From an optimization exercise on the open Yosys and OpenROAD flow, aimed at small area, a short achievable clock period and few clock cycles; shortcuts taken in it are not production practice.
Where RTL was checked, it was by simulation tests only, not by an equivalence proof against the original.
Power and IR drop assume default switching activity.

==> module y86_alu, before the edit <==
module y86_alu(fn, a, b, e, zf, lt);
input [1:0] fn;
input [63:0] a, b;
output [63:0] e;
output zf, lt;
wire sub = (fn == 2'b01);
wire [63:0] a2 = sub ? ~a : a;
wire [63:0] p = b ^ a2;
wire [63:0] g = b & a2;
wire [63:0] G [0:6];
wire [63:0] P [0:6];
assign G[0] = {g[63:1], g[0] | (p[0] & sub)};
assign P[0] = p;
genvar k, i;
generate
for (k = 0; k < 6; k = k + 1) begin : lvl
    for (i = 0; i < 64; i = i + 1) begin : bt
        if (i >= (1 << k)) begin : comb
            assign G[k+1][i] = G[k][i] | (P[k][i] & G[k][i - (1 << k)]);
            assign P[k+1][i] = P[k][i] & P[k][i - (1 << k)];
        end else begin : pass
            assign G[k+1][i] = G[k][i];
            assign P[k+1][i] = P[k][i];
        end
    end
end
endgenerate
wire [64:0] c = {G[6], sub};      
wire [63:0] sum = p ^ c[63:0];
assign e = (fn == 2'b10) ? g : (fn == 2'b11) ? p : sum;
wire [63:0] zneed = {a2[62:0] | b[62:0], sub};
wire z_sum = &(p ~^ zneed);
wire z_and = ~|g;
wire z_xor = ~|p;
assign zf = (fn == 2'b10) ? z_and : (fn == 2'b11) ? z_xor : z_sum;
assign lt = (fn == 2'b10) ? g[63] : (fn == 2'b11) ? p[63] : (p[63] ^ c[64]);
endmodule
export LEC_CHECK = 0
export CAP_MARGIN = 20
export CORE_MARGIN = 2
export CORE_UTILIZATION = 55
export SLEW_MARGIN = 20
export SYNTH_HIERARCHICAL = 1
create_clock -name core_clock -period 28.0 [get_ports {clk}]
standard.sh (not shown) runs the stock make flow with config.mk's settings and CLKGATE_MAP_FILE= SYNTH_SCRIPT=/design/flow/synth_recipe.tcl, a recipe that flattens the netlist after the stock synthesis.
==> flow/flow/run.sh <==
#!/bin/bash
# The standard ORFS layout (the standard.sh, unchanged synthesis) with:
#  - repair_timing asked to leave extra setup slack (sized for a faster clock),
#    without gate cloning;
#  - ports buffered with buf_2 cells;
#  - clock tree: larger sink clusters and no dummy balancing loads.
# The log of the ORFS run is kept in standard.log; ORFS's per-step logs are
# under orfs/logs.
set -e
bash standard.sh SETUP_SLACK_MARGIN=21.0 SKIP_GATE_CLONING=1 \
  "BUFFER_PORTS_ARGS=-buffer_cell sky130_fd_sc_hd__buf_2" \
  "CTS_ARGS=-sink_clustering_enable -repair_clock_nets -dont_use_dummy_load -sink_clustering_size 22 -sink_clustering_max_diameter 80" \
  finish > standard.log 2>&1
The first run ran to the end with no violations.
Next try:
--- a/flow/design.v
+++ b/flow/design.v
@@ -403,13 +403,13 @@
 assign P[0] = p;
 genvar k, i;
 generate
 for (k = 0; k < 6; k = k + 1) begin : lvl
     for (i = 0; i < 64; i = i + 1) begin : bt
-        if (i >= (1 << k)) begin : comb
-            assign G[k+1][i] = G[k][i] | (P[k][i] & G[k][i - (1 << k)]);
-            assign P[k+1][i] = P[k][i] & P[k][i - (1 << k)];
+        if (((i >> k) & 1) == 1) begin : comb
+            assign G[k+1][i] = G[k][i] | (P[k][i] & G[k][((i >> k) << k) - 1]);
+            assign P[k+1][i] = P[k][i] & P[k][((i >> k) << k) - 1];
         end else begin : pass
             assign G[k+1][i] = G[k][i];
             assign P[k+1][i] = P[k][i];
         end
     end
Die area falls slightly.
Power falls by a few percent.
Setup slack improves by 0.0099 ns.
Critical path depth rises by 8.
Routed wire length falls by a little under a tenth.
Synthesized cell count falls by a few percent.
Via count falls by a few percent.
Combinational power falls by roughly a tenth.
First-iteration DRC count falls by about a fifth.
Core utilization falls by 0.76 points.
Fmax stays flat.
Testbench counts after the change, summed over its fixed seeds: cycles 14,933.
Function not checked in the first run of this note: the RTL went through the layout flow alone.

========
Setup of job 101:
RTL: one of the versions met above, not the one the previous note started from.
Size in the first run: roughly 240 I/O pins, roughly 63000 sq um of cells after synthesis.
==> module y86_alu, before the edit <==
module y86_alu(fn, a, b, e, zf, lt);
input [1:0] fn;
input [63:0] a, b;
output [63:0] e;
output zf, lt;
wire sub = (fn == 2'b01);
wire [63:0] a2 = sub ? ~a : a;
wire [63:0] p = b ^ a2;
wire [63:0] g = b & a2;
wire [63:0] G [0:6];
wire [63:0] P [0:6];
assign G[0] = {g[63:1], g[0] | (p[0] & sub)};
assign P[0] = p;
genvar k, i;
generate
for (k = 0; k < 6; k = k + 1) begin : lvl
    for (i = 0; i < 64; i = i + 1) begin : bt
        if (((i >> k) & 1) == 1) begin : comb
            assign G[k+1][i] = G[k][i] | (P[k][i] & G[k][((i >> k) << k) - 1]);
            assign P[k+1][i] = P[k][i] & P[k][((i >> k) << k) - 1];
        end else begin : pass
            assign G[k+1][i] = G[k][i];
            assign P[k+1][i] = P[k][i];
        end
    end
end
endgenerate
wire [64:0] c = {G[6], sub};      
wire [63:0] sum = p ^ c[63:0];
assign e = (fn == 2'b10) ? g : (fn == 2'b11) ? p : sum;
wire [63:0] zneed = {a2[62:0] | b[62:0], sub};
wire z_sum = &(p ~^ zneed);
wire z_and = ~|g;
wire z_xor = ~|p;
assign zf = (fn == 2'b10) ? z_and : (fn == 2'b11) ? z_xor : z_sum;
assign lt = (fn == 2'b10) ? g[63] : (fn == 2'b11) ? p[63] : (p[63] ^ c[64]);
endmodule
export LEC_CHECK = 0
export CAP_MARGIN = 20
export CORE_MARGIN = 2
export CORE_UTILIZATION = 55
export SLEW_MARGIN = 20
export SYNTH_HIERARCHICAL = 1
create_clock -name core_clock -period 28.0 [get_ports {clk}]
==> flow/flow/run.sh <==
#!/bin/bash
# The standard ORFS layout (the standard.sh, unchanged synthesis) with:
#  - repair_timing asked to leave extra setup slack (sized for a faster clock),
#    without gate cloning;
#  - ports buffered with buf_2 cells;
#  - clock tree: larger sink clusters and no dummy balancing loads.
# The log of the ORFS run is kept in standard.log; ORFS's per-step logs are
# under orfs/logs.
set -e
bash standard.sh SETUP_SLACK_MARGIN=20.5 SKIP_GATE_CLONING=1 \
  "BUFFER_PORTS_ARGS=-buffer_cell sky130_fd_sc_hd__buf_2" \
  "CTS_ARGS=-sink_clustering_enable -repair_clock_nets -dont_use_dummy_load -sink_clustering_size 22 -sink_clustering_max_diameter 80" \
  finish > standard.log 2>&1
Every stage of the flow completed for job 101, and the final layout passed the timing, design-rule and antenna checks.
Testbench counts of job 101, summed over its fixed seeds: cycles 14,933.
diff inputs: job 101 => job 102
-- flow/design.v --
<<< job 101, line 406
for (k = 0; k < 6; k = k + 1) begin : lvl
    for (i = 0; i < 64; i = i + 1) begin : bt
        if (((i >> k) & 1) == 1) begin : comb
            assign G[k+1][i] = G[k][i] | (P[k][i] & G[k][((i >> k) << k) - 1]);
            assign P[k+1][i] = P[k][i] & P[k][((i >> k) << k) - 1];
        end else begin : pass
            assign G[k+1][i] = G[k][i];
>>> job 102, line 406
for (k = 0; k < 6; k = k + 1) begin : lvl
    for (i = 0; i < 64; i = i + 1) begin : bt
        if (i >= (1 << k)) begin : comb
            assign G[k+1][i] = G[k][i] | (P[k][i] & G[k][i - (1 << k)]);
            assign P[k+1][i] = P[k][i] & P[k][i - (1 << k)];
        end else begin : pass
            assign G[k+1][i] = G[k][i];
--- outcome ---
Lower delay contributed by the slowest stage of the critical path was reported by job 101, not job 102. On clock network fraction of design power, job 102 and job 101 are neck and neck. Final critical delay including setup and external delays, job 102 and job 101: higher on job 102. Summary of job 102 over job 101: design area increased by 1400 sq um relative to the old numbers, wire length increased by 7.9% relative to the old numbers, ratio of total power to cell area decreased by about 0.4% relative to the old numbers, number of gates given a new drive strength after cts increased by 3 relative to the old numbers, area of the mapped netlist increased by 1100 sq um relative to the old numbers. In the tables for job 102 and job 101, count of clock-buffer cells in the layout reads lower with job 101. Compared with job 101, in job 102 fraction of met3 tracks used by global routing went up 1.2 points, fraction of standard cell area in multi-input logic went up 0.88 points, worst setup slack went down 0.12 ns. Launching element of the worst setup path: x_selA[13]$_DFF_P_ -> job 101, dmem_rdata[42] -> job 102.
Function not checked in job 102: the RTL went through the layout flow alone.

==> separate check: timing with driven ports <==
Ports are ideal in the flow. The routed layouts listed here were re-timed in OpenROAD. Step 1 (the two cells are an assumption about what drives the block):
set clk [get_ports {clk}]
set_driving_cell -lib_cell sky130_fd_sc_hd__clkbuf_16 $clk
set_driving_cell -lib_cell sky130_fd_sc_hd__buf_2 [delete_from_list [all_inputs] $clk]
Step 2 also shifts input and output timing later by t, the mid clock arrival at the registers, as if the neighbouring blocks saw the same clock. Slacks: ideal ports / drivers / drivers and shift; pairs: ideal ports / drivers.
run	t (ns)	slack for setup (ns)	slew at the worst register clock pin (ns)	worst data-port slew with drivers (ns)
the first run of note 1	0.744	20.653 / 20.708 / 19.964	0.10 / 0.10	0.08
the second run of note 1	0.754	20.663 / 20.692 / 19.938	0.10 / 0.10	0.08
job 101	0.750	20.571 / 20.571 / 19.894	0.09 / 0.09	0.05
job 102	0.746	20.450 / 20.489 / 19.743	0.09 / 0.09	0.06
After both steps every run listed still meets setup and hold. For the second run of note 1, which loses most, drivers alone change the setup slack by +0.029 ns; drivers and shift together by -0.725 ns.
